Source: an optimization exercise on an open RTL-to-GDS flow (aim: small area). Production flows keep margins and buffers that such runs may drop.
Where RTL was checked, it was by simulation tests only, not by an equivalence proof against the original.
The RTL of run 1 was laid out without a check of its function.

==> flow/design.v (outline; a module is shown in full before it is edited, if it fits) <==
// module cordic_sin_cos: 729 lines
module cordic_sin_cos (
    input clk, input rst_n,
    input signed [31:0] angle, input pre_vaild,
    output signed [31:0] sin, output signed [31:0] cos, output post_vaild);
  // ...
==> flow/flow/run.sh <==
#!/bin/bash
set -euo pipefail
export BUFFER_PORTS_ARGS="-buffer_cell sky130_fd_sc_hd__buf_1"
export CTS_ARGS="-sink_clustering_enable -repair_clock_nets -dont_use_dummy_load -buf_list sky130_fd_sc_hd__clkbuf_8 -sink_clustering_size 20 -sink_clustering_max_diameter 80"
bash standard.sh > standard.log 2>&1
==> flow/standard.sh <==
#!/bin/bash
# synth_recipe.tcl (not shown) runs the flow's synth.tcl, then flattens the netlist and writes it again
# the make line also repeats each setting of config.mk as NAME=value (left out here)
make -C /OpenROAD-flow-scripts/flow DESIGN_CONFIG=/design/flow/config.mk WORK_HOME=/design/flow/orfs CLKGATE_MAP_FILE= SYNTH_SCRIPT=/design/flow/synth_recipe.tcl "${@:-finish}"
==> flow/config.mk <==
export PLATFORM = sky130hd
export DESIGN_NAME = cordic_sin_cos
export DESIGN_NICKNAME = cordic_sin_cos
export VERILOG_FILES = /design/flow/design.v
export SDC_FILE = /design/flow/constraint.sdc
export NUM_CORES = 4
export LEC_CHECK = 0
export CAP_MARGIN = 0
export CORE_MARGIN = 2
export CORE_UTILIZATION = 40
export SLEW_MARGIN = 0
==> flow/constraint.sdc <==
create_clock -name core_clock -period 6.0 [get_ports {clk}]
set_input_delay 1.2000 -clock core_clock [delete_from_list [all_inputs] [get_ports {clk}]]
set_output_delay 1.2000 -clock core_clock [all_outputs]
set_load 0.01 [all_outputs]
==> impl_results.md, run 1 <==
- Status: timing/DRC/antenna clean
- Largest family of logic cells by synthesized area: compound AO/OA/AOI/OAI gates
- Max-area cell class: multi-input combinational cells
- Synth Warn #: 1
- Routability cong.: 0.956
- Cts repair resizes: 8
- Most frequent cells in the layout: xnor2_1 (409), nor2_1 (254), dfxtp_1 (238)
- Layout area overhead: 7.52%
- # nets final: 3522
- Io pins: 100
- CP startpoint: y15_q7[16]$_DFF_P_
- Hold path startpoint: d0_q1$_DFF_P_
- PortBufs: 92
- Crit-path cells: inv_1 -> ha_1 -> mux2_2 -> ha_1 -> inv_1 -> mux2i_1 -> xnor2_1 -> ha_1 -> a21o_1 -> a21oi_2 -> o21bai_1 -> a21o_1 -> a21oi_1 -> o21ai_1 -> o41ai_2 -> buf_4 -> o21ai_0 -> a21oi_1 -> xnor2_1 -> buf_1
- Post-synth cell types: 93
- Fraction of area in registers: 0.188
- Drc violations: 0
- HPWL after DPL: 49700 um
- Grt met2 use: 0.323
- Syn nets: 3488
- Post-route insts no fill: 4109
- Post-route ant nets: 0
- Syn Inst Count: 3230
- Crit Path Class: register to output port
- Initial antenna violation count: 1
- Largest cells by area after synthesis: dfxtp_1 (19%), xnor2_1 (14%), ha_1 (9.2%)
- #MultiIn Comb: 2631
- Total congestion overflow: 0
- Router iterations before antenna repair: 6
- Synth top area share: 0.195
- CTS tree: done
==> run 2, diff against run 1 <==
--- a/flow/design.v
+++ b/flow/design.v
@@ -621,21 +621,31 @@
 assign yh15[17] = y14[17] ^ yh15_t ^ yh15_lc17;
 assign yh15_c[18] = yh15_t ? ((y14[16] | y14[17]) | yh15_c[16]) : ((y14[16] & y14[17]) & yh15_c[16]);
 wire f14 = ~d14_q6;
 wire [17:0] y15 = yh15 ^ {18{f14}};
 wire [17:0] x15n = x15 ^ {18{s_q6}};
 wire signed [3:0] v15 = {y15_q7[17], y15_q7[17:15]};
 wire signed [3:0] e15 = d15_q7 ? v15 : -v15;
 wire signed [3:0] g15 = s_q7 ? (4'sd1 + e15) : -e15;
-wire [17:0] c16 = x15n_q7 + {{14{g15[3]}}, g15};
+wire [4:0] c16_l = {1'b0, x15n_q7[3:0]} + {1'b0, g15[3:0]};
+wire [13:0] c16_p = x15n_q7[17:4] + 14'd1;
+wire [13:0] c16_m = x15n_q7[17:4] - 14'd1;
+wire c16_inc = c16_l[4] & ~g15[3];
+wire c16_dec = ~c16_l[4] & g15[3];
+wire [17:0] c16 = {c16_inc ? c16_p : (c16_dec ? c16_m : x15n_q7[17:4]), c16_l[3:0]};
 wire [2:0] xt15 = x15n_q7[17:15] ^ {3{s_q7}};
 wire signed [3:0] u15 = {xt15[2], xt15};
 wire signed [3:0] w15 = d15_q7 ? u15 : -u15;
-wire [17:0] y16 = y15_q7 + {{14{w15[3]}}, w15};
+wire [4:0] y16_l = {1'b0, y15_q7[3:0]} + {1'b0, w15[3:0]};
+wire [13:0] y16_p = y15_q7[17:4] + 14'd1;
+wire [13:0] y16_m = y15_q7[17:4] - 14'd1;
+wire y16_inc = y16_l[4] & ~w15[3];
+wire y16_dec = ~y16_l[4] & w15[3];
+wire [17:0] y16 = {y16_inc ? y16_p : (y16_dec ? y16_m : y15_q7[17:4]), y16_l[3:0]};
 reg [16:0] h1_q1;
 always @(posedge clk) h1_q1 <= h1;
 reg [12:0] h5_q2;
 always @(posedge clk) h5_q2 <= h5;
 reg [8:0] h9_q3;
 always @(posedge clk) h9_q3 <= h9;
 reg d4_q2;
 always @(posedge clk) d4_q2 <= d4;
==> flow/flow/run.sh (replaced) <==
#!/bin/bash
set -euo pipefail
export BUFFER_PORTS_ARGS="-buffer_cell sky130_fd_sc_hd__buf_1"
export CTS_ARGS="-sink_clustering_enable -repair_clock_nets -dont_use_dummy_load -buf_list sky130_fd_sc_hd__clkbuf_8 -sink_clustering_size 20 -sink_clustering_max_diameter 65"
bash standard.sh > standard.log 2>&1
==> flow/config.mk (replaced) <==
export PLATFORM = sky130hd
export DESIGN_NAME = cordic_sin_cos
export DESIGN_NICKNAME = cordic_sin_cos
export VERILOG_FILES = /design/flow/design.v
export SDC_FILE = /design/flow/constraint.sdc
export NUM_CORES = 4
export LEC_CHECK = 0
export CAP_MARGIN = 20
export CORE_MARGIN = 2
export CORE_UTILIZATION = 60
export SLEW_MARGIN = 20
==> run 2 against run 1 <==
Non-clock buffer count down 25. Die area is 33% lower. Critical path depth is 4 lower. Final cell count fell by 8.5%. Setup slack worse by 0.0014 ns. Wire length rose by 5.3%. Clock-buffer cell count grew 3. Worst hold slack worse by 0.046 ns.
==> impl_results.md, run 2 <==
- Fmax: 0.175 GHz
- Clock-pin slew on the worst setup and hold paths: 0.10 ns
- Placed Cells: 3732
- Io pins: 100 (unchanged)
- CP arrival: 4.51 ns
- CP startpoint: y15_q7[15]$_DFF_P_
- Status: timing/DRC/antenna clean
- Initial antenna violation count: 0 (-1)
- Area of the multi-input gates: 18900 um2
- Router iterations before antenna repair: 7 (+1)
- Root Driver: clkbuf_8
- CTS tree: done
- Synth top area share: 0.195 (about the same)
- Total congestion overflow: 0 (unchanged)
- Diodes inserted: 0
- Delay of the slowest critical-path stage: 0.44 ns
- Maxcap violations: 0
- Later-pin clock latency in the skew report: 0.62 ns
- CP max stage cell: dfxtp_2
- Largest cells by area after synthesis: dfxtp_1 (19%), xnor2_1 (15%), ha_1 (8.3%)
- Syn Inst Count: 3219 (-0.34%)
- Clk_skew: 0.0644 ns
- Clock sinks: 253
- Largest family of logic cells by synthesized area: compound AO/OA/AOI/OAI gates
- Area leader, netlist: dfxtp_1
- Final hold vios: 0
- Worst slew pin tran: 1.04 ns
- Fin crit period: 5.71 ns
- FFs w/ async S/R, synth: 0.0277
- RSZ-0062 raised after global routing: false
- PortBufs: 92 (unchanged)
- Reg2reg start: y13_q6[17]$_DFF_P_
- Hold path startpoint: d15_q5$_DFF_P_
- Post-synth cell types: 91 (-2.2%)
- Mux cell area share after synthesis: 0.0153
- DR vias: 23396
- Pin count of the biggest net entering global routing: 56
- Die ar.: 43800 um2
- Vert. Die Dim: 209 um
- Critical path endpoint category: output port
- Fin crit share: 0.951
- WL/cell: 17.6 um
- CTS Buffer Depth: 3
- Nature of the critical path startpoint: register
- GRT Resource Usage Total: 0.293
- Prevailing post-synth register cell: dfxtp_1
- TritonCTS Buffers: 25
- Final WL: 66100 um
- Count of routing violations after the opening detailed-route iteration: 1985
- Register area share after synthesis: 0.202
- Post-Synth Simple-Gate Area: 0.177
- XOR/XNOR share of the synthesized area: 0.201
- Register area: 5110 um2
- Final setup violation count: 0
- Max-slew violations: 0
- Top-count cell post-synth: xnor2_1
- Vias/cell: 6.22
- Routability cong.: 1.03 (+7.3%)
- Synth Warn #: 1 (unchanged)
- Compound-Gate Fraction of Synth Area: 0.237
- Fill cells: 3725
- Drc violations: 0 (unchanged)
- HPWL after DPL: 51300 um (+3.3%)
- Mapped Area: 25300 um2
- Most common cell after layout, fill and taps aside: xnor2_1
- Post-synth EDFFs: 0
- Slew margin rel.: 0.307
- Crit Path Class: register to output port
- Synth Area in Adders: 0.112
- Worst Hold Class: register to register
- Number of synthesized register bits: 253
- Crit-path max FO: 8
- Cell family with most CP delay: simple AND/OR/NAND/NOR gates
- Post-synth top cells: xnor2_1 (441), dfxtp_1 (246), nor2_1 (241)
- Initial Util: 0.605
- Most frequent cells in the layout: xnor2_1 (439), dfxtp_1 (241), nor2_1 (240)
- Hold bufs inserted after CTS: 0
- Vias in the first global route: 21762
- Core area: 41800 um2
- Post-route ant nets: 0 (unchanged)
- Setup TNS: 0 ns
- # nets final: 3462 (-1.7%)
- Syn nets: 3458 (-0.86%)
- Setup ws final: 0.292 ns
- Die width: 209 um
- First-pass GRT wire length: 108000 um
- Post-route insts no fill: 3760 (-8.5%)
- CP required: 4.80 ns
- Crit-path cells: inv_1 -> ha_1 -> mux2_2 -> o21ai_0 -> a21oi_1 -> xnor2_1 -> buf_4 -> ha_1 -> a21oi_2 -> and2_1 -> nand2_1 -> or4_1 -> nor3_1 -> a31oi_1 -> xnor2_1 -> buf_1
- H-tree Lvls: 1
- Dpl ws: 0.261 ns
- WP buf/inv: 3
- # rows: 75
- Layout area overhead: 4.83%
- Syn avg cell area: 7.85 um2
- Share of layout cells above drive strength 1: 0.0525
- Util after Layout: 0.634
run 2: per-layer routing:
layer | vias up | routed length (um) | track usage
met1 | 10958 | 29000 | 0.393
met5 | - | 0 | 0
met2 | 825 | 30700 | 0.493
li1 | 11442 | - | -
met4 | 0 | 2480 | 0.106
met3 | 171 | 3910 | 0.0277
run 2: what timing repair did:
item	CTS	global route
pin swaps	0	1
setup buffers	0	3
endpoints found under the setup margin	34	51
gates resized for setup	4	14
run 2: worst paths after layout:
path	endpoint	slack (ns)	cells after the start
min reg2reg	d15_q6$_DFF_P_	0.28	0
min in group asynchronous	vr[0]$_DFF_PN0_	0.46	1
max reg2reg	y15_q7[16]$_DFF_P_	0.38	18
max in group asynchronous	vr[1]$_DFF_PN0_	5.25	1
min	d15_q6$_DFF_P_	0.28	0
max	cos[13]	0.29	16
run 2: logic make-up (layout without fill, tap and decap cells):
family | count (synthesis) | count (layout)
AOI/OAI and AO/OA | 909 | 909
buffers and inverters | 342 | 344
muxes | 38 | 38
adders and majority gates | 204 | 204
DFF | 253 | 253
xor gates and xnor gates | 573 | 573
and+or+nand+nor | 900 | 900
run 2: worst reg2reg max path: stages (launching register included):
cell	delay, ns
dfxtp_1	0.52
inv_1	0.24
ha_1	0.39
nor2b_2	0.41
o311a_1	0.31
and4_1	0.31
a21boi_0	0.13
xnor2_1	0.38
ha_1	0.24
fa_1	0.16
inv_1	0.05
fa_1	0.39
fa_1	0.46
nor2_1	0.18
nand2b_1	0.12
or3_4	0.40
or4_4	0.55
o2bb2ai_1	0.23
xnor2_1	0.14
run 2: per-stage QoR:
stage | hold slack [ns] | area [um2]
detailed placement | 0.312 | 26000
finish | 0.283 | 26500
global placement | 0.313 | 26000
global route | 0.298 | 26500
floorplan | 0.310 | 25300
CTS | 0.288 | 26400
run 2: layout make-up:
type | instances | area share
multi-input combinational | 2624 | 0.714
inverter | 162 | 0.0230
sequential | 253 | 0.193
timing repair buffer | 157 | 0.0319
clock buffer | 25 | 0.0130
tap | 539 | 0.0255
==> run 3, diff against run 2 <==
==> flow/flow/run.sh (replaced) <==
#!/bin/bash
set -euo pipefail
export BUFFER_PORTS_ARGS="-buffer_cell sky130_fd_sc_hd__buf_1"
export CTS_ARGS="-sink_clustering_enable -repair_clock_nets -dont_use_dummy_load -buf_list sky130_fd_sc_hd__clkbuf_8 -sink_clustering_size 20 -sink_clustering_max_diameter 50"
bash standard.sh > standard.log 2>&1
--- a/flow/config.mk
+++ b/flow/config.mk
@@ -9,3 +9,3 @@
 export CORE_MARGIN = 2
-export CORE_UTILIZATION = 60
+export CORE_UTILIZATION = 40
 export SLEW_MARGIN = 20
==> run 3 against run 2 <==
Still clean on timing, DRC and antenna. Clock skew up 0.019 ns. Critical path depth is 1 higher. Setup slack better by 0.080 ns. Non-clock buffer count grew 10. Die area increased by 49%. Worst hold slack got worse by 0.0053 ns. Clock-buffer cell count up 3. Flip-flop and latch count did not move.
==> impl_results.md, run 3 <==
- Status: timing/DRC/antenna clean
- DR vias: 22714 (-2.9%)
- Fin crit share: 0.938 (-0.0133)
- Vias/cell: 5.57 (-11%)
- Fmax: 0.178 GHz (+1.4%)
- Total congestion overflow: 0 (unchanged)
- Area leader, netlist: dfxtp_1
- Post-CTS Setup Repair Bufs: 0 (unchanged)
- Routed wl met3: 3220 um (-18%)
- Post-synth EDFFs: 0 (unchanged)
- WL met1: 28400 um (-2.3%)
- Met2 WL: 30400 um (-1.1%)
- Initial Util: 0.403 (-0.202)
- Hold bufs inserted after CTS: 0 (unchanged)
- Dpl ws: 0.371 ns (+0.110 ns)
- Final hold vios: 0 (unchanged)
- Slew margin rel.: 0.304 (-0.00330)
- Post-synth top cells: xnor2_1 (441), dfxtp_1 (246), nor2_1 (241)
- CP required: 4.80 ns (about the same)
- Most frequent cells in the layout: xnor2_1 (439), dfxtp_1 (241), nor2_1 (240)
- Drc violations: 0 (unchanged)
- Crit-path max FO: 8 (unchanged)
- TritonCTS Buffers: 28 (+12%)
- FFs w/ async S/R, synth: 0.0277 (unchanged)
- HPWL after DPL: 50300 um (-1.9%)
- Router iterations before antenna repair: 6 (-1)
- First-pass GRT wire length: 106000 um (-2.2%)
- Clock-pin slew on the worst setup and hold paths: 0.10 ns (about the same)
- Crit Path Class: register to output port
- DR top layer: met4
- Routability cong.: 0.953 (-7.1%)
- Final setup violation count: 0 (unchanged)
- Syn avg cell area: 7.85 um2 (unchanged)
- Vias in the first global route: 20924 (-3.9%)
- Synth top area share: 0.195 (unchanged)
- CTS Buffer Depth: 3 (unchanged)
- Mapped Area: 25300 um2 (unchanged)
- Die width: 255 um (+22%)
- CTS tree: done
- Setup ws final: 0.372 ns (+0.0797 ns)
- Top-count cell post-synth: xnor2_1
- Nature of the critical path startpoint: register
- Synth Warn #: 1 (unchanged)
- Io pins: 100 (unchanged)
- CP arrival: 4.43 ns (-0.08 ns)
- Worst Hold Class: register to register
- Pin count of the biggest net entering global routing: 92 (+64%)
- Number of synthesized register bits: 253 (unchanged)
- Fin crit period: 5.63 ns (-0.0797 ns)
- Register area share after synthesis: 0.202 (unchanged)
- Post-route ant nets: 0 (unchanged)
- Fill cells: 6462 (+73%)
- Largest cells by area after synthesis: dfxtp_1 (19%), xnor2_1 (15%), ha_1 (8.3%)
- WL/cell: 15.8 um (-10%)
- Count of routing violations after the opening detailed-route iteration: 1606 (-19%)
- Root Driver: clkbuf_8
- Setup TNS: 0 ns (unchanged)
- Share of layout cells above drive strength 1: 0.0541 (+0.00164)
- Most common cell after layout, fill and taps aside: xnor2_1
- Final WL: 64600 um (-2.3%)
- Later-pin clock latency in the skew report: 0.64 ns (+0.02 ns)
- Post-synth cell types: 91 (unchanged)
- Layout area overhead: 6.62%
- Worst slew pin tran: 1.04 ns (+0.00445 ns)
- Core area: 62700 um2 (+50%)
- # rows: 92 (+23%)
- Cts repair resizes: 1 (-3)
- RSZ-0062 raised after global routing: false
- # nets final: 3475 (+0.38%)
- Clk_skew: 0.0836 ns (+0.0192 ns)
- Prevailing post-synth register cell: dfxtp_1
- Initial antenna violation count: 1 (+1)
- PortBufs: 92 (unchanged)
- GRT Resource Usage Total: 0.191 (-0.102)
- Die ar.: 65200 um2 (+49%)
- H-tree Lvls: 1 (unchanged)
- Syn Inst Count: 3219 (unchanged)
- Max-slew violations: 0 (unchanged)
- Critical path endpoint category: output port
- Vert. Die Dim: 255 um (+22%)
- Clock sinks: 253 (unchanged)
- Maxcap violations: 0 (unchanged)
- Syn nets: 3458 (unchanged)
-- run 3: cell counts after synthesis --
Identical to the previous run, type by type.
-- run 3: path summary, 6_finish.rpt --
check	depth (start not counted)	end	startpoint	slack, ns
max in group asynchronous	1	vr[1]$_DFF_PN0_	rst_n	5.24
setup / recovery	17	cos[13]	y15_q7[16]$_DFF_P_	0.37
setup reg to reg	19	x13_q6[17]$_DFF_P_	x11_q5[11]$_DFF_P_	0.48
hold reg to reg	0	s_q4$_DFF_P_	s_q3$_DFF_P_	0.28
min in group asynchronous	1	vr[4]$_DFF_PN0_	rst_n	0.43
hold / removal	0	s_q4$_DFF_P_	s_q3$_DFF_P_	0.28
-- run 3: per-layer routing --
metal,vias up,GRT usage
li1,11500,-
met1,10440,0.242
met2,624,0.327
met3,150,0.0246
met4,0,0.0784
met5,-,0
-- run 3: critical path: stages (launching register included) --
cell and delay [ns]:
dfxtp_1 0.42, inv_1 0.13, ha_1 0.30, mux2_2 0.28, ha_1 0.18, nor2_1 0.08
a21oi_1 0.05, xnor2_1 0.19, ha_1 0.30, a21o_1 0.20, a21oi_2 0.30, nor2_2 0.13
buf_4 0.19, or4_1 0.52, nor3_1 0.15, a31oi_1 0.07, xnor2_1 0.15, buf_1 0.17
-- run 3: cell type report --
cell class	instances	area, um2	share of cell area
clock buffers	28	385	0.0143
multi-input cells	2624	18900	0.700
diodes	1	2.50	0.0000929
repair buffers	167	921	0.0342
well taps	846	1060	0.0393
inverters	162	608	0.0226
flip-flops and latches	253	5110	0.190
-- run 3: logic make-up (layout without fill, tap and decap cells) --
group	Yosys count	count (layout)	share of synthesized area
AOI/OAI and AO/OA	909	909	0.237
other	0	1	0
muxes	38	38	0.0153
DFF	253	253	0.202
adders and majority gates	204	204	0.112
xor gates and xnor gates	573	573	0.201
and+or+nand+nor	900	900	0.177
buffers and inverters	342	357	0.0559
-- run 3: through the flow --
| stage | instance area (um2) | hold slack [ns] | instances | util |
|---|---|---|---|---|
| finish | 26900 | 0.277 | 4081 | 0.429 |
| floorplan | 25300 | 0.310 | 3219 | - |
| global route | 26900 | 0.296 | 4081 | 0.429 |
| detailed placement | 26500 | 0.312 | 4052 | 0.422 |
| global placement | 26500 | 0.310 | 4052 | 0.422 |
| CTS | 26900 | 0.280 | 4080 | 0.429 |

-- re-timing with driven ports --
The results above use ideal ports. As a check the final layouts listed here were re-extracted and re-timed, cells and wires unchanged. Step 1 sets driving cells, clkbuf_16 on the clock port and buf_2 on the other inputs (assumed; they add their load-dependent delay and slew). Step 2 also shifts input and output timing later by t, the mid clock arrival at the registers, as if the neighbouring blocks saw the same clock. Three values: ideal ports, drivers, drivers and shift; two values: the first two.
run | t (ns) | setup slack, ns | slew at the worst register clock pin (ns) | worst slew at a driven data input, ns
run 1 | 0.620 | 0.294 / 0.237 / 0.408 | 0.11 / 0.11 | 0.04
run 2 | 0.643 | 0.292 / 0.236 / 0.382 | 0.11 / 0.11 | 0.03
run 3 | 0.661 | 0.372 / 0.309 / 0.479 | 0.10 / 0.10 | 0.03
After both steps setup and hold are still met in every run listed.
